What follows belongs to an exercise in optimizing a design on an open flow for small area and a short achievable clock period; a production flow would make more cautious choices. Function was checked by simulation only, so behaviour that the tests miss may differ from the original. Power is estimated from default activity; no workload was simulated.

`run.sh`:
```
#!/bin/bash
# synth_recipe.tcl (not shown) runs the flow's synth.tcl, then flattens the netlist and writes it again
# the make line also repeats each setting of config.mk as NAME=value (left out here)
make -C /OpenROAD-flow-scripts/flow DESIGN_CONFIG=/design/flow/config.mk WORK_HOME=/design/flow/orfs CLKGATE_MAP_FILE= SYNTH_SCRIPT=/design/flow/synth_recipe.tcl finish
```
`config.mk`:
```
export PLATFORM = sky130hd
export DESIGN_NAME = systolic_array
export DESIGN_NICKNAME = systolic_array
export VERILOG_FILES = /design/flow/design.v
export SDC_FILE = /design/flow/constraint.sdc
export NUM_CORES = 4
export LEC_CHECK = 0
export CAP_MARGIN = 20
export CORE_MARGIN = 2
export CORE_UTILIZATION = 40
export SLEW_MARGIN = 20
```
`constraint.sdc`:
```
create_clock -name core_clock -period 7.0 [get_ports {clk}]
set_input_delay 1.4000 -clock core_clock [delete_from_list [all_inputs] [get_ports {clk}]]
set_output_delay 1.4000 -clock core_clock [all_outputs]
set_load 0.01 [all_outputs]
```
`design.v`:
```
`timescale 1ns/100ps
module buffer1#(
    parameter WORD_SIZE = 8
)(
    in,
    out,
    clk,
    clear
);
  input [0:WORD_SIZE-1] in;
  input clk,clear;
  output reg [0:WORD_SIZE-1] out;
  always @(posedge clk or posedge clear)
    begin
      if (clear)
        begin
          out <= {WORD_SIZE{1'b0}};
        end
      else
        begin
          out <= in;
        end
      end
endmodule
`timescale 1ns/100ps
module buffern#(
    parameter WORD_SIZE = 8,
    parameter LENGTH = 1
)(
    in,
    out,
    clk,
    clear
);
  input [0:WORD_SIZE-1] in;
  input clk,clear;
  output [0:WORD_SIZE-1] out;
  wire [0:(WORD_SIZE*(LENGTH + 1))-1] intermediates;
  assign intermediates [0:WORD_SIZE - 1] = in;
  assign out = intermediates [WORD_SIZE*LENGTH:WORD_SIZE*(LENGTH+1) - 1];
  genvar k;
  generate
  for(k=0; k < LENGTH; k = k + 1)
    begin:gen1
      buffer1#(
        .WORD_SIZE(WORD_SIZE)
        ) buffer(
          .in (intermediates[WORD_SIZE*k:WORD_SIZE*(k+1) -1]),
          .out(intermediates[WORD_SIZE*(k+1):WORD_SIZE*(k+2)-1]),
          .clk(clk),
          .clear(clear)
        );
    end
  endgenerate
endmodule
`timescale 1ns/100ps
module MAC#(
    parameter IN_WORD_SIZE = 8,
    parameter OUT_WORD_SIZE = 16
)(
    a,
    b,
    a_fwd,
    b_fwd,
    out,
    clk,
    clear
);
  input [0:IN_WORD_SIZE-1] a,b;
  input clk,clear;
  output reg [0:OUT_WORD_SIZE-1] out;
  output reg [0:IN_WORD_SIZE-1] a_fwd,b_fwd;
  wire [0:OUT_WORD_SIZE-1] mult_out;
  wire [0:OUT_WORD_SIZE-1] adder_out;
  assign mult_out = a * b;
  assign adder_out = mult_out + out;
  always @(posedge clk or posedge clear)
    begin
      if (clear)
        begin
          a_fwd <= {IN_WORD_SIZE{1'b0}};
          b_fwd <= {IN_WORD_SIZE{1'b0}};
          out <= {OUT_WORD_SIZE{1'b0}};
        end
      else
        begin
          a_fwd <= a;
          b_fwd <= b;
          out <= adder_out;
        end
      end
endmodule
`timescale 1ns/100ps
module systolic_array#(
    parameter NUM_ROW = 8,
    parameter NUM_COL = 8,
    parameter IN_WORD_SIZE = 8,
    parameter OUT_WORD_SIZE = 24
)(
    clk,
    rst,
    top_inputs,
    left_inputs,
    compute_done,
    cycles_count,
    pe_register_vals
);
input clk;
input rst;
input [0:NUM_COL * IN_WORD_SIZE-1] top_inputs;
input [0:NUM_ROW * IN_WORD_SIZE-1] left_inputs;
output reg compute_done;
output reg  [OUT_WORD_SIZE-1:0] cycles_count;
output [0 : (OUT_WORD_SIZE * NUM_ROW * NUM_COL) -1] pe_register_vals;
wire [0:IN_WORD_SIZE*(NUM_COL + NUM_COL * NUM_ROW)-1] top_fwd;
wire [0:IN_WORD_SIZE*(NUM_ROW + NUM_ROW * NUM_COL)-1] left_fwd;
wire [OUT_WORD_SIZE-1:0] tie_high;
assign tie_high ={OUT_WORD_SIZE{1'b1}};
assign left_fwd[0:IN_WORD_SIZE-1] = left_inputs[IN_WORD_SIZE*(NUM_ROW-1):IN_WORD_SIZE*(NUM_ROW)-1];
assign top_fwd[0:IN_WORD_SIZE-1] = top_inputs[IN_WORD_SIZE*(NUM_COL-1):IN_WORD_SIZE*(NUM_COL)-1];
genvar row,col;
generate
  for(col=1; col<NUM_COL; col=col+1)
    begin:gen1
     buffern #(
	.WORD_SIZE(IN_WORD_SIZE),
	.LENGTH(col)
	) buffer_inst_c(
	.in(top_inputs[IN_WORD_SIZE*(NUM_COL-1-col):IN_WORD_SIZE*(NUM_COL-col)-1]),
	.out(top_fwd[IN_WORD_SIZE*(col):IN_WORD_SIZE*(col+1)-1]),
	.clk(clk),
	.clear(rst)
	);
     end
  for(row=1; row<NUM_ROW; row=row+1)
   begin:gen2
      buffern #(
	.WORD_SIZE(IN_WORD_SIZE),
	.LENGTH(row)
	) buffer_inst_r(
	.in(left_inputs[IN_WORD_SIZE*(NUM_ROW-1-row):IN_WORD_SIZE*(NUM_ROW-row)-1]),
	.out(left_fwd[IN_WORD_SIZE*(row):IN_WORD_SIZE*(row+1)-1]),
	.clk(clk),
	.clear(rst)
	);
    end  
  for(row=0; row<NUM_ROW; row=row+1)
    begin:gen3
      for(col=0; col<NUM_COL; col=col+1)
        begin:gen4
          MAC #(
            .IN_WORD_SIZE(IN_WORD_SIZE),
            .OUT_WORD_SIZE(OUT_WORD_SIZE)
            ) mac_inst(
            .a        ( left_fwd[IN_WORD_SIZE*(row + col*NUM_ROW):IN_WORD_SIZE*(row + 1 + col*NUM_ROW)-1]       ),
            .b        ( top_fwd[IN_WORD_SIZE*(col + row*NUM_COL):IN_WORD_SIZE*(col + 1 + row*NUM_COL)-1]        ),
            .a_fwd    ( left_fwd[IN_WORD_SIZE*(row + (col + 1)*NUM_ROW):IN_WORD_SIZE*(row + 1 + (col + 1)*NUM_ROW)-1]   ),
            .b_fwd    ( top_fwd[IN_WORD_SIZE*(col + (row + 1)*NUM_COL):IN_WORD_SIZE*(col + 1 + (row + 1)*NUM_COL)-1]    ),
            .out      ( pe_register_vals[OUT_WORD_SIZE * (row * NUM_COL + col):OUT_WORD_SIZE * (row * NUM_COL + col + 1) - 1]       ),
            .clk      ( clk                                                                                                         ),
            .clear    ( rst                                                                                                         )
            );
        end
    end
endgenerate
always @(posedge clk)
begin
    if(rst==1'b1)
    begin
        compute_done <= 1'b0;
        cycles_count <= 0;
    end
    else
    begin
        cycles_count <= cycles_count + 1;
	if(cycles_count > (5+NUM_ROW+NUM_COL))
	begin
	  compute_done <= 1'b1;
        end
    end
end
endmodule
```
==> results.yml <==
clock_network:
  cts_tree: "yes"
  h-tree-depth: 5
  cts_buffers: 369
  cts-root-buf: "clkbuf_16"
  clk_latency_ps: 1050
  clk_pin_slew_ps: 70
  cts_sinks: 2905
  ctsHoldBuffers: 0
  cts_buffer_depth: 4
layout:
  fin_cells: 36647
  nNetsFinal: 33575
  final_util_pct: 46.8
  drive_above_1_share_pct: 3.58
  layout_commonest_cell: "inv_1"
  final_cell_mix: "inv_1 (3650), and2_1 (3506), ha_1 (3459)"
  nFillCells: 60692
  area_growth_pct: 16.7
drt:
  drt_wl_total_um: 791000
  routed-via-count: 186980
  viasPerCell: 5.10
  drtAntennaViolNets: 0
  drtIter0Drc: 9214
  dr.pass1.iters: 6
  wl_per_cell_um: 21.6
  drc: 0
logic_synthesis:
  ys_warn_count: 3
  synth.net_count: 31314
  ys_seq_elements: 2905
  synth.distinct_cells: 89
  synth_xor_area_share_pct: 7.01
  synth_mux_area_share_pct: 0.0242
  synth_ff_type: "dfrtp_1"
  synth_fa_ha_area_share_pct: 35.0
  synth_compound_area_share_pct: 10.1
  async_flop_share_pct: 99.1
  synth-edff-count: 0
  synth_top_family_by_area: "adder cells"
  synth_seq_area_share_pct: 28.0
  synth-simple-area-share_pct: 14.5
  synth_area_um2: 259000
  synthCells: 25357
  syn_area_per_cell_um2: 10.2
floorplanning:
  core-area_um2: 645000
  start_util_pct: 40.1
  die_w_um: 808
  io-pin-count: 1691
  chipHeight_um: 808
  fp.dieArea_um2: 654000
  fp-row-count: 295
setup_path:
  worstSetupStartpoint: "gen3[2].gen4[3].mac_inst.a_fwd[6]$_DFF_PP0_"
  cpMaxStageDelayCell: "dfrtp_1"
  critPathMostFrequentCell: "fa_1"
  critical_path_class: "flop to flop"
  startpoint_type: "flop"
  r2r-start: "gen3[2].gen4[3].mac_inst.a_fwd[6]$_DFF_PP0_"
  slowest_delay_ps: 590
  cp-end-kind: "flop"
  crit_required_ps: 7870
  cp_data_arrival_time_ps: 7450
  critPathMaxFanout: 9
  crit_chain: "nand2_1 -> fa_1 -> fa_1 -> inv_1 -> fa_1 -> inv_1 -> fa_1 -> inv_1 -> ha_1 -> a21o_1 -> a221oi_1 -> nor2b_1 -> o21a_1 -> or3_1 -> a21oi_1 -> xnor2_1 -> ha_1 -> and3_1 -> nand3_1 -> o211a_1 -> o31a_1 -> a21oi_1 -> nand3_1 -> xnor2_1"
timing:
  slew_headroom_pct: 30.8
  setup-tns-final_ps: 0
  rsz0062_at_grt: "false"
  hold_violations: 0
  fmax_mhz: 152
  setup_violations: 0
  worst_pin_slew_ps: 1030
  finalCriticalPeriod_ps: 6580
  maxSlewViolCount: 0
  clock_skew_ps: 85.9
  post-route-period-util_pct: 94.0
  worst_slack_ps: 419
placed_design:
  place.detailed.hpwl_um: 654000
  place.gp.congestion: 0.910
  pre_cts_ws_ps: -334
  portBuffers: 1690
  place_inst: 35860
global_route:
  met2_usage_pct: 43.0
  grt_overflow_total: 0
  grt-busiest-layer: "met2"
  grt_pass1_wl_um: 1210000
  grt.total_usage_pct: 24.1
  antenna_found_initial: 46
  grt_use_met1_pct: 27.8
  use_met3_pct: 3.85
  grt_max_degree: 155
  grt_pass1_vias: 195824
worst_hold_path:
  holdCritPathClass: "flop to flop"
  hp-start: "gen2[7].buffer_inst_r.gen1[1].buffer.out[0]$_DFF_PP0_"
power_and_ir_drop:
  p_leak_nw: 149
  max-vdd-ir-drop_v: 0.000484
  p_per_area_nw_per_um2: 528
flow_run:
  cap_violations: 0
run_status:
  outcome: "finished clean"
layer usage:
layer  up-vias  wire length, um
met5         -              125
met4        18            51200
met3      1177            36400
met2      3702           396000
met1     94226           307000
li1      87857                -
path summary, 6_finish.rpt:
path,to,slack [ps],depth (start not counted)
min reg2reg,gen2[7].buffer_inst_r.gen1[2].buffer.out[0]$_DFF_PP0_,310,0
min in group asynchronous,gen1[7].buffer_inst_c.gen1[6].buffer.out[3]$_DFF_PP0_,810,2
max in group asynchronous,gen3[4].gen4[7].mac_inst.out[18]$_DFF_PP0_,4400,4
max,gen3[2].gen4[4].mac_inst.out[3]$_DFF_PP0_,420,24
max reg2reg,gen3[2].gen4[4].mac_inst.out[3]$_DFF_PP0_,420,24
min,gen2[7].buffer_inst_r.gen1[2].buffer.out[0]$_DFF_PP0_,310,0
state kept, by name, summed over array words and instances, names as in the netlist:
register                            flops
compute_done                            1
gen3.gen4.mac_inst.a_fwd              448
gen1.buffer_inst_c.gen1.buffer.out    224
gen2.buffer_inst_r.gen1.buffer.out    224
gen3.gen4.mac_inst.b_fwd              448
cycles_count                           24
gen3.gen4.mac_inst.out               1536
power breakdown:
group	switching, mW	internal, mW
combinational	60.9	49.6
clock	8.59	12.2
sequential	5.47	22.9
total	75.0	84.6
logic make-up after synthesis:
family / count (synthesis)
AOI/OAI and AO/OA: 4021
and+or+nand+nor: 6816
buffers and inverters: 3709
adders and majority gates: 5827
DFF: 2905
muxes: 6
xor gates and xnor gates: 2073
layout make-up:
type | instances | area, um2 | area share, %
multi-input cells | 18743 | 172000 | 57.0
flip-flops and latches | 2905 | 72600 | 24.0
repair buffers | 1948 | 19200 | 6.37
inverters | 3651 | 13700 | 4.54
well taps | 8613 | 10800 | 3.57
clock buffers | 471 | 10200 | 3.36
clock inverters | 207 | 3030 | 1.00
diodes | 109 | 273 | 0.0903
synthesized netlist by cell type (107+ instances only):
cell type  instances  area share, %
a211oi_1         124           0.36
a21o_1           689            2.0
a21oi_1         1361            2.6
a31oi_1          107           0.26
and2_1          3506            8.5
and3_1           253           0.61
dfrtp_1         2880             28
fa_1            2368             18
ha_1            3459             17
inv_1           3651            5.3
nand2_1         1256            1.8
nand2b_1         140           0.34
nand3_1          273           0.53
nor2_1           764            1.1
nor2b_1          174           0.42
nor3_1           119           0.23
o21a_1           193           0.56
o21ai_0          603            1.2
o21bai_1         279           0.81
xnor2_1         1406            4.8
xor2_1           667            2.3
critical path, delay by kind of cell (launching register included):
family | cells | cell delay (ps)
flops | 1 | 590
fa+ha+maj | 6 | 2630
buf+inv | 3 | 140
compound gates | 7 | 1770
simple gates | 6 | 1010
xor+xnor | 2 | 260
through the flow:
stage	power, mW	area (um2)	hold WS (ps)
after floorplan	105	259000	331
after global placement	137	289000	332
after detailed placement	138	289000	335
after CTS	161	302000	304
after global routing	174	302000	304
final	160	302000	311
timing repair:
action / CTS / global route
resized for setup: 0 / 2
setup endpoints to repair: 0 / 2
buffers inserted: 0 / 0

==> static timing again, ports no longer ideal <==
Ports are ideal in the flow. The routed layout listed here was re-timed in OpenROAD.
Step 1 assumes that a clkbuf_16 drives the clock port and a buf_2 every other input.
Step 2 also shifts input and output timing later by t, the mid clock arrival at the registers, as if the neighbouring blocks saw the same clock.
a / b / c = ideal / step 1 / step 2; a / b = the first two.
t, ns: 1.154
slack for setup (ns): 0.419 / 0.419 / -0.469
hold WS [ns]: 0.311 / 0.311 / 0.311
worst register clock-pin slew, ns: 0.07 / 0.07
cell pins on the clock port's net: 1
Met with ideal ports but missed after step 2: setup timing in this run. For this run, drivers alone change the setup slack by 0.000 ns; drivers and shift together by -0.888 ns.
